Source: an optimization exercise on an open RTL-to-GDS flow (aim: small area, a short achievable clock period and few clock cycles per item). Production flows keep margins and buffers that such runs may drop.
In this exercise RTL edits were held to simulation tests only and were not proved equivalent to the original.
Power figures rest on the tool's default switching activity, not on a simulated workload.

## flow/config.mk

```make
export PLATFORM = sky130hd
export DESIGN_NAME = SelectionSort_custom_SIMD_instruction
export DESIGN_NICKNAME = SelectionSort_custom_SIMD_instruction
export VERILOG_FILES = /design/flow/design.v
export SDC_FILE = /design/flow/constraint.sdc
export NUM_CORES = 4
export LEC_CHECK = 0
export ABC_AREA = 1
export CAP_MARGIN = 20
export CORE_MARGIN = 2
export CORE_UTILIZATION = 31
export CTS_CLUSTER_DIAMETER = 100
export CTS_CLUSTER_SIZE = 30
export PLACE_DENSITY = 0.45
export SETUP_SLACK_MARGIN = 2.3
export SLEW_MARGIN = 20
```

## flow/constraint.sdc

```tcl
create_clock -name core_clock -period 4.5 [get_ports {clk}]
set_input_delay 0.9000 -clock core_clock [delete_from_list [all_inputs] [get_ports {clk}]]
set_output_delay 0.9000 -clock core_clock [all_outputs]
set_load 0.01 [all_outputs]
```

## flow/design.v

```verilog
module SelectionSort_custom_SIMD_instruction (clk, reset,
	in_v, rd, vrd1, vrd2,
		in_data, in_vdata1, in_vdata2,
	out_v, out_rd, out_vrd1, out_vrd2,
		out_data, out_vdata1, out_vdata2);
	input clk, reset;
	input in_v;
	input [4:0] rd;
	input [2:0] vrd1, vrd2;
	input [32-1:0] in_data;
	input [256-1:0] in_vdata1, in_vdata2;
	output out_v;
	output [4:0] out_rd;
	output [2:0] out_vrd1, out_vrd2;
	output [32-1:0] out_data;
	output [256-1:0] out_vdata1, out_vdata2;
	function [1:0] gp_tree;   
		input [31:0] a, b;
		input integer w;
		reg [31:0] g, p;
		integer n, k;
		begin
			g = a & ~b;
			p = a | ~b;
			for (n = 32; n > 1; n = n / 2)
				if (n <= w)
					for (k = 0; k < n / 2; k = k + 1) begin
						g[k] = g[2*k+1] | (p[2*k+1] & g[2*k]);
						p[k] = p[2*k+1] & p[2*k];
					end
			gp_tree = {g[0], p[0]};
		end
	endfunction
	function [7:0] onehot_count7;
		input [6:0] b;
		reg [3:0] ea; reg [4:0] eb; integer i, j;
		begin
			ea[0] = ~b[0] & ~b[1] & ~b[2];
			ea[1] = (b[0] & ~b[1] & ~b[2]) | (~b[0] & b[1] & ~b[2]) | (~b[0] & ~b[1] & b[2]);
			ea[2] = (b[0] & b[1] & ~b[2]) | (b[0] & ~b[1] & b[2]) | (~b[0] & b[1] & b[2]);
			ea[3] = b[0] & b[1] & b[2];
			eb[0] = ~b[3] & ~b[4] & ~b[5] & ~b[6];
			eb[4] = b[3] & b[4] & b[5] & b[6];
			eb[1] = (b[3] ^ b[4]) & ~b[5] & ~b[6] | ~b[3] & ~b[4] & (b[5] ^ b[6]);
			eb[3] = (b[3] ^ b[4]) & b[5] & b[6] | b[3] & b[4] & (b[5] ^ b[6]);
			eb[2] = (b[3] & b[4] & ~b[5] & ~b[6]) | (~b[3] & ~b[4] & b[5] & b[6]) | ((b[3] ^ b[4]) & (b[5] ^ b[6]));
			onehot_count7 = 8'd0;
			for (i = 0; i < 4; i = i + 1)
				for (j = 0; j < 5; j = j + 1)
					onehot_count7[i+j] = onehot_count7[i+j] | (ea[i] & eb[j]);
		end
	endfunction
	reg v1, v2, v3;
	reg [10:0] t1, t2, t3;
	always @(posedge clk) begin
		if (reset) begin
			v1 <= 1'b0; v2 <= 1'b0; v3 <= 1'b0;
		end else begin
			v1 <= in_v; v2 <= v1; v3 <= v2;
		end
		t1 <= {rd, vrd1, vrd2};
		t2 <= t1;
		t3 <= t2;
	end
	assign out_v = v3;
	assign {out_rd, out_vrd1, out_vrd2} = t3;
	assign out_data = 32'd0;
	assign out_vdata2 = {256{1'b0}};
	integer i, j, k;
	reg [7:0] g [0:7];
	reg [1:0] gp;
	always @(posedge clk) begin
		for (i = 0; i < 8; i = i + 1)
			for (j = 0; j < 8; j = j + 1)
				if (i < j) begin
					gp = gp_tree(in_vdata1[32*i +: 32], in_vdata1[32*j +: 32], 32);
					g[i][j] <= gp[1];
				end else
					g[i][j] <= 1'b0;
	end
	reg [255:0] d1;
	always @(posedge clk) d1 <= in_vdata1;
	reg [6:0] prec [0:7];
	reg [7:0] rank1h [0:7];
	always @* begin
		for (i = 0; i < 8; i = i + 1)
			for (j = 0; j < 8; j = j + 1)
				if (j < i)
					prec[i][j] = ~g[j][i];
				else if (j > i)
					prec[i][j-1] = g[i][j];
	end
	always @(posedge clk) begin
		for (i = 0; i < 8; i = i + 1)
			rank1h[i] <= onehot_count7(prec[i]);
	end
	reg [255:0] d2;
	always @(posedge clk) d2 <= d1;
	reg [255:0] sel_out, dout;
	integer p;
	always @* begin
		sel_out = 256'd0;
		for (p = 0; p < 8; p = p + 1)
			for (i = 0; i < 8; i = i + 1)
				sel_out[32*p +: 32] = sel_out[32*p +: 32] | (d2[32*i +: 32] & {32{rank1h[i][p]}});
	end
	always @(posedge clk) dout <= sel_out;
	assign out_vdata1 = dout;
endmodule
```

## flow/flow/run.sh

```bash
#!/bin/bash
# Layout flow: the standard layout (standard.sh), with these changes:
#  - the ports are buffered by sky130_fd_sc_hd__buf_2 cells instead of the
#    default port buffer cell.
set -euo pipefail
rm -rf scripts_abc
mkdir scripts_abc
cp -r "$FLOW_HOME/scripts/." scripts_abc/
cp flow/abc_mux.script scripts_abc/abc_mux.script
cp flow/abc_area.script scripts_abc/abc_area.script
python3 flow/split_abc.py scripts_abc/synth.tcl > split_abc.log 2>&1
SCRIPTS_DIR="$PWD/scripts_abc" ABC_SPLIT_REGS="dout rank1h" bash standard.sh synth > standard_synth.log 2>&1
export BUFFER_PORTS_ARGS="-buffer_cell sky130_fd_sc_hd__buf_2"
bash standard.sh > standard_finish.log 2>&1
```

## flow/flow/abc_area.script

```
strash
dch
map -D 1000
topo
stime -c
buffer -c
upsize -c
dnsize -c
```

## flow/flow/abc_mux.script

```
strash
&get -n
&fraig -x
&put
dc2
strash
&get -n
&dch -f
&nf
&put
buffer
upsize
dnsize
stime -p
```

## flow/flow/split_abc.py

```python
#!/usr/bin/env python3
"""Edit ORFS's synth.tcl (path given) so that, when ABC_SPLIT_REGS names register
prefixes, the combinational logic feeding those registers is mapped with
$SCRIPTS_DIR/abc_mux.script and the rest of the design with the usual script."""
import sys
p = sys.argv[1]
s = open(p).read()
old = """  log_cmd abc {*}$abc_args
} else {"""
new = """  if { [env_var_exists_and_non_empty ABC_SPLIT_REGS] } {
    set split_sel {}
    foreach r $::env(ABC_SPLIT_REGS) { lappend split_sel "c:${r}*" }
    select -set split_regs {*}$split_sel
    select -set split_cone @split_regs %ci1:+\\[D\\] @split_regs %d %ci*:-\\$_DFF_P_\\[D\\]:-sky130_fd_sc_hd__dfxtp_1\\[D\\] @split_regs %d
    set mux_args [lreplace $abc_args 1 1 $::env(SCRIPTS_DIR)/abc_mux.script]
    log_cmd abc {*}$mux_args @split_cone
    select -clear
    log_cmd abc {*}$abc_args
  } else {
    log_cmd abc {*}$abc_args
  }
} else {"""
assert s.count(old) == 1, "synth.tcl does not have the expected abc call"
s = s.replace(old, new)
open(p, 'w').write(s)
print("split_abc: edited", p)
```

## flow/standard.sh

```bash
#!/bin/bash
# synth_recipe.tcl (not shown) runs the flow's synth.tcl, then flattens the netlist and writes it again
# the make line also repeats each setting of config.mk as NAME=value (left out here)
make -C /OpenROAD-flow-scripts/flow DESIGN_CONFIG=/design/flow/config.mk WORK_HOME=/design/flow/orfs CLKGATE_MAP_FILE= SYNTH_SCRIPT=/design/flow/synth_recipe.tcl "${@:-finish}"
```

==> results of run 1 <==
## how the worst max path moves through the flow
stage                        to                  from  slack, ps
3_5_place_dp    g[5][7]$_DFF_P_        in_vdata1[225]       1010
2_1_floorplan   g[2][6]$_DFF_P_        in_vdata1[219]       2450
3_3_place_gp    g[5][7]$_DFF_P_        in_vdata1[225]       1000
5_1_grt         g[3][4]$_DFF_P_        in_vdata1[129]       2240
4_1_cts         g[5][7]$_DFF_P_        in_vdata1[243]       2130
6_report       dout[25]$_DFF_P_  rank1h[3][0]$_DFF_P_       2090
## power by group through the flow
| stage | sequential (mW) | clock (mW) | combinational [mW] |
|---|---|---|---|
| 6_report | 11.3 | 4.81 | 9.41 |
| 5_1_grt | 11.3 | 5.19 | 9.55 |
| 4_1_cts | 11.1 | 4.93 | 8.77 |
| 3_5_place_dp | 11.3 | 0 | 8.64 |
| 3_3_place_gp | 11.3 | 0 | 8.63 |
| 2_1_floorplan | 10.4 | 0 | 4.42 |
## layout make-up
cell class                      count  share of cell area
Multi-Input combinational cell   3539               0.468
Sequential cell                   896               0.363
Timing Repair Buffer              639              0.0706
Tap cell                         1890              0.0476
Clock buffer                       43              0.0216
Inverter                          257              0.0206
Clock inverter                     21             0.00654
Antenna cell                       52             0.00262
## cells by family after synthesis
group | after synthesis | synth area share
other | 1 | 0.0000852
buffers and inverters | 929 | 0.110
AO/OA/AOI/OAI | 2089 | 0.357
XOR/XNOR | 8 | 0.00159
AND/OR/NAND/NOR | 1133 | 0.118
adder cells (fa/ha/maj) | 21 | 0.00574
flip-flops | 896 | 0.408
## metrics by stage
step	util	hold WS (ps)
after floorplan	-	310
after global placement	0.333	310
after detailed placement	0.333	312
after CTS	0.347	263
final	0.352	293
after global routing	0.352	269
## cells in the mapped netlist (all sizes together) (3+ instances only)
master / number / area (um^2)
a2111oi: 9 / 116
a211oi: 9 / 72.6
a21oi: 277 / 1420
a221oi: 38 / 383
a222oi: 456 / 4560
a22oi: 501 / 3820
a311oi: 11 / 96.3
a31oi: 11 / 68.8
a41oi: 5 / 43.8
and3: 19 / 119
buf: 422 / 2930
clkbuf: 250 / 938
clkinv: 11 / 41.3
dfxtp: 896 / 17900
ha: 16 / 200
inv: 246 / 923
maj3: 5 / 52.6
nand2: 416 / 1560
nand3: 332 / 1670
nand3b: 6 / 45.0
nand4: 76 / 475
nor2: 174 / 661
nor2b: 3 / 18.8
nor3: 76 / 380
nor3b: 12 / 125
o2111a: 8 / 90.1
o2111ai: 18 / 158
o211ai: 75 / 568
o21ai: 287 / 1440
o221ai: 111 / 1020
o22a: 25 / 220
o22ai: 205 / 1280
o311ai: 29 / 254
o31ai: 6 / 45.0
or2: 10 / 62.6
or3: 4 / 26.3
xor2: 7 / 61.3
## critical path, stage by stage (launching register included)
cell	delay, ps
dfxtp_1	1150
buf_4	560
a222oi_1	200
nand3_1	360
## per-layer routing
metal  vias up  GRT usage  wire, um
met1     24100      0.487    109000
met5         -          0       434
met3      1057      0.133     42400
li1      20200          -         -
met2      5140      0.491    106000
met4        52      0.204     21900
## what timing repair did
action,CTS,global route
pin swaps,8,29
setup buffers,5,12
setup endpoints to repair,53,30
resized for setup,115,115
hold buffers,0,0
## state kept, by name (all words and copies together) (netlist names)
signal / count
d2: 256
t3: 11
v3: 1
t2: 11
dout: 256
v2: 1
t1: 11
g: 28
d1: 256
rank1h: 64
v1: 1
==> run_results.csv, run 1 <==
group,metric,value,unit
routing,detail-route-antenna-nets,0,
pwr,p_switching,11.5,mW
critical_path,worstSetupEndpointType,"flip-flop",
pwr,combPwrFrac,0.368,
finish,final_cell_mix,"dfxtp_1, buf_2, a22oi_1, a222oi_1, nand2_1",
routing,routedWlPerCell,38.1,um
placed_design,place_inst,7204,
global_routing,grt.overflow.total,0,
pwr,power.total,25.5,mW
pwr,p_int,14.0,mW
yosys,synthArstFlopShare,0,
die,die_w,381,um
critical_path,r2r-end,"dout[25]$_DFF_P_",
global_routing,grt.total_usage,0.361,
clock_network,root_buffer,"clkbuf_16",
finish,design_area,49700,um^2
clock_network,clockBufferDepth,3,
timing,slew_violations,0,
clock_network,cts_tree,"done",
outcome,status,"complete, no violations",
finish,layout-drive-gt1-share,0.197,
clock_network,htreeDepth,2,
pwr,pwr-share-clk,0.188,
yosys,synth_edf_count,0,
timing,post-route-min-period,2410,ps
min_path,hold_end,"t1[8]$_DFF_P_",
timing,worst_slew_pin_slew,1320,ps
min_path,min_from,"rd[2]",
placed_design,gp_congestion,1.01,
die,die-area,145000,um^2
timing,final.setup.tns,0,ps
clock_network,cts_buffers,43,
pwr,power.density,514,nW/um^2
pwr,ir_drop,0.321,mV
timing,timing_hold_violations_final,0,
yosys,ys_ff_latch,896,
yosys,ys_warn_count,4,
critical_path,start_kind,"flip-flop",
finish,layout_commonest_cell,"dfxtp_1",
critical_path,reg2reg_slack,2090,ps
routing,drc,0,
pwr,pwr-share-seq,0.443,
placed_design,dpl_worst_slack,1010,ps
die,start_util,0.312,
routing,via_per_inst,6.89,
routing,dr_total_vias,50500,
global_routing,antenna_found_initial,88,
yosys,netlist_instances,5077,
yosys,netlist_area,44000,um^2
yosys,synth_area_per_cell,8.67,um^2
yosys,ys.flop_type,"dfxtp_1",
placed_design,dp_hpwl,198,mm
routing,wl,279,mm
die,core,141000,um^2
timing,fmax,0.415,GHz
clock_network,worst_skew_pair.late_latency,710,ps
critical_path,critPathKind,"flip-flop to flip-flop",
pwr,p_leak,19.5,nW
die,num_rows,138,
pwr,p_sw_frac,0.451,
critical_path,required,5060,ps
finish,syn_to_final_growth,13.0,%
finish,fillers,14700,
job,cap_violations,0,
timing,finalSetupViolations,0,
timing,rsz0062_at_grt,"true",
clock_network,cts.clk_slew.worst_paths,110,ps
placed_design,dpl_cell_area,47000,um^2
critical_path,r2r-start,"rank1h[3][0]$_DFF_P_",
timing,finalCritPeriodShare,0.536,
clock_network,cts.sinks,896,
global_routing,grt_pass1_vias,43900,
finish,stdcell_count,7337,
placed_design,portBuffers,537,
critical_path,cp_max_fo,19,
critical_path,arrival,2970,ps
global_routing,grt_pass1_wl,375,mm
global_routing,grt_max_degree,33,
yosys,ys_seq_area_frac,0.408,
finish,regArea,18000,um^2
routing,drtPass1Iterations,17,
die,io_pins,1114,
die,die_h,381,um
routing,drt-initial-drc-count,13200,
finish,layout.nets,5950,
timing,fin_ws,2090,ps
finish,multi_input_area,23300,um^2
critical_path,r2r_cells,3,
timing,fin_skew,53.0,ps
timing,max_slew_margin,0.121,
min_path,hold_path_class,"input pin to flip-flop",
min_path,min_path_cells,1,
yosys,ys_types,71,
Testbench counts, summed over its fixed seeds: cycles 32,016, vectors 32,000.
==> run 2: changes to the inputs <==
--- a/flow/flow/run.sh
+++ b/flow/flow/run.sh
@@ -9,3 +9,2 @@
 cp flow/abc_mux.script scripts_abc/abc_mux.script
-cp flow/abc_area.script scripts_abc/abc_area.script
 python3 flow/split_abc.py scripts_abc/synth.tcl > split_abc.log 2>&1
--- a/flow/config.mk
+++ b/flow/config.mk
@@ -14,3 +14,3 @@
 export PLACE_DENSITY = 0.45
-export SETUP_SLACK_MARGIN = 2.3
+export SETUP_SLACK_MARGIN = 2.45
 export SLEW_MARGIN = 20
removed: flow/flow/abc_area.script
==> run 2 against run 1 <==
  * Non-clock buffer count decreased by 29
  * Critical path depth is the same
  * Register-to-register slack gained 190 ps
  * Utilization is 0.12 points higher
  * Largest power group unchanged
  * Highest routed layer unchanged
==> run_results.csv, run 2 <==
group,metric,value,unit
finish,stdcell_count,8692,
job,cap_violations,0,
routing,detail-route-antenna-nets,0,
yosys,synthArstFlopShare,0,
finish,design_area,52800,um^2
clock_network,htreeDepth,2,
critical_path,path_cells,"buf_4 -> a222oi_1 -> nand4_1",
timing,slew_violations,0,
yosys,synth_most_common_cell,"nand2_1",
routing,drt-initial-drc-count,12200,
timing,fin_skew,57.4,ps
timing,fmax,0.450,GHz
global_routing,grt_pass1_vias,46400,
min_path,min_path_cells,1,
pwr,p_leak,23.5,nW
pwr,power.density,501,nW/um^2
global_routing,grt_max_degree,33,
routing,wl,283,mm
min_path,hold_end,"t1[4]$_DFF_P_",
yosys,ys_seq_area_frac,0.385,
critical_path,critPathKind,"flip-flop to flip-flop",
die,die_w,392,um
outcome,status,"complete, no violations",
yosys,synth_edf_count,0,
finish,reg_top3,"d1 x256, d2 x256, dout x256",
pwr,power.total,26.5,mW
die,core,149000,um^2
critical_path,r2r-start,"rank1h[3][6]$_DFF_P_",
die,die_h,392,um
critical_path,start_kind,"flip-flop",
placed_design,dpl_worst_slack,1740,ps
clock_network,root_buffer,"clkbuf_16",
clock_network,cts.clk_slew.worst_paths,110,ps
finish,final_cell_mix,"nand2_1, dfxtp_1, nor2_1, nand3_1, a222oi_1",
placed_design,dpl_cell_area,49400,um^2
yosys,synth_top_cell_by_area,"dfxtp_1",
finish,syn_to_final_growth,13.4,%
placed_design,dp_hpwl,202,mm
routing,dr_total_vias,53300,
critical_path,cp.buffers_inverters,1,
critical_path,slowest_delay,630,ps
clock_network,cts_tree,"done",
timing,rsz0062_at_grt,"true",
critical_path,cp_max_fo,15,
routing,routedWlPerCell,32.6,um
yosys,netlist_area,46600,um^2
global_routing,antenna_found_initial,62,
yosys,synth_common_cells,"nand2_1, dfxtp_1, nor2_1, nand3_1, a222oi_1",
die,die-area,153000,um^2
critical_path,worstSetupEndpointType,"flip-flop",
die,io_pins,1114,
timing,finalCritPeriodShare,0.494,
yosys,synth_top_area_frac,0.385,
timing,worst_slew_pin_slew,1410,ps
critical_path,r2r_cells,3,
placed_design,portBuffers,537,
yosys,ys_ff_latch,896,
critical_path,reg2reg_slack,2280,ps
timing,fin_ws,2280,ps
routing,drc,0,
critical_path,required,4890,ps
critical_path,r2r-end,"dout[210]$_DFF_P_",
clock_network,cts_buffers,44,
finish,layout.nets,7199,
global_routing,grt_pass1_wl,380,mm
global_routing,grt.total_usage,0.348,
timing,post-route-min-period,2220,ps
critical_path,cp_top_family,"flip-flops",
critical_path,arrival,2610,ps
timing,max_slew_margin,0.0618,
yosys,synth.area.top_cells,"dfxtp_1, nand2_1, a222oi_1",
min_path,min_from,"vrd1[1]",
global_routing,grt.overflow.total,0,
timing,finalSetupViolations,0,
yosys,synth_area_per_cell,7.33,um^2
timing,final.setup.tns,0,ps
routing,drtPass1Iterations,17,
finish,layout-drive-gt1-share,0.154,
yosys,ys_warn_count,4,
die,num_rows,142,
placed_design,gp_congestion,0.994,
critical_path,critPathSlowestCell,"dfxtp_1",
placed_design,place_inst,8589,
pwr,ir_drop,0.298,mV
finish,layout_commonest_cell,"nand2_1",
timing,timing_hold_violations_final,0,
finish,fillers,15900,
clock_network,clockBufferDepth,3,
routing,via_per_inst,6.13,
yosys,netlist_instances,6354,
min_path,hold_path_class,"input pin to flip-flop",
die,start_util,0.312,
clock_network,cts.sinks,896,
yosys,ys_types,56,
yosys,ys.flop_type,"dfxtp_1",
clock_network,worst_skew_pair.late_latency,710,ps
==> run 2: kinds of logic (layout without fill, tap and decap cells) <==
kind of cell,count (synthesis),count (layout),share of synthesized area
fa+ha+maj,21,21,0.00543
flops,896,896,0.385
simple gates,2773,2773,0.243
compound gates,1562,1562,0.246
buf+inv,1093,1101,0.119
xor+xnor,8,8,0.00151
other cells,1,315,0.0000806
==> run 2: layer usage <==
layer / up-vias / global-route usage / share of wire
met4: 48 / 0.161 / 0.061
met1: 25100 / 0.479 / 0.41
met3: 945 / 0.125 / 0.14
met5: - / 0 / 0.0013
li1: 22600 / - / -
met2: 4654 / 0.479 / 0.39
==> run 2: through the flow <==
step | hold slack (ps) | utilization
finish | 286 | 0.353
global route | 246 | 0.353
CTS | 250 | 0.349
detailed placement | 312 | 0.331
global placement | 310 | 0.331
floorplan | 310 | -
==> run 2: how the worst max path moves through the flow <==
stage                                    start           endpoint  slack [ps]  cells after the start
after floorplan                 in_vdata1[147]    g[4][7]$_DFF_P_        2660                     11
after global placement          in_vdata1[206]    g[5][6]$_DFF_P_        1690                     10
after detailed placement        in_vdata1[252]    g[6][7]$_DFF_P_        1740                      8
after CTS                    dout[214]$_DFF_P_    out_vdata1[214]        2260                      1
after global routing         dout[213]$_DFF_P_    out_vdata1[213]        2320                      1
final                     rank1h[3][6]$_DFF_P_  dout[210]$_DFF_P_        2280                      3
==> run 2: cell type report <==
type	count	area, um^2	area share
Multi-Input combinational cell	4652	24200	0.458
Sequential cell	896	18300	0.347
Timing Repair Buffer	610	4520	0.0855
Tap cell	2016	2520	0.0478
Inverter	421	1610	0.0306
Clock buffer	45	1110	0.0211
Clock inverter	25	438	0.00830
Antenna cell	27	67.6	0.00128
==> run 2: repair_timing <==
| action | 4_1_cts | 5_1_grt |
|---|---|---|
| setup endpoints to repair | 268 | 275 |
| buffers inserted | 0 | 6 |
| pin swaps | 2 | 3 |
| gates resized for setup | 331 | 150 |
| gates cloned | 0 | 0 |
| hold buffers | 0 | 0 |
==> run 2: power breakdown <==
| group | internal [mW] | total (mW) | switching (mW) |
|---|---|---|---|
| logic | 3.39 | 9.79 | 6.41 |
| clock network | 2.09 | 5.14 | 3.05 |
| registers | 9.41 | 11.5 | 2.12 |
| total | 14.9 | 26.5 | 11.6 |

-- afterwards: timing with drivers on the ports --
No port has a modelled driver above. Below, the same layouts with a new extraction and two added sets of constraints. Step 1: set_driving_cell puts a clkbuf_16 on clk and a buf_2 on each other input, an assumption about the parent block. Step 2, shift: input delay + t, output delay - t, t = (earliest + latest rising clock arrival at the registers) / 2. This alone moves slack from input paths to output paths. Three values: ideal ports, drivers, drivers and shift; two values: the first two.
run | shift t [ns] | slack for setup (ns) | hold WS [ns] | worst register clock-pin slew, ns | cell pins on the clock port's net
run 1 | 0.759 | 2.089 / 2.089 / 1.461 | 0.293 / 0.237 / 0.300 | 0.12 / 0.12 | 1
run 2 | 0.761 | 2.276 / 2.264 / 1.661 | 0.286 / 0.229 / 0.309 | 0.12 / 0.12 | 1
After both steps every run listed still meets setup and hold. For run 1, which loses most, drivers alone change the setup slack by 0.000 ns; drivers and shift together by -0.628 ns.
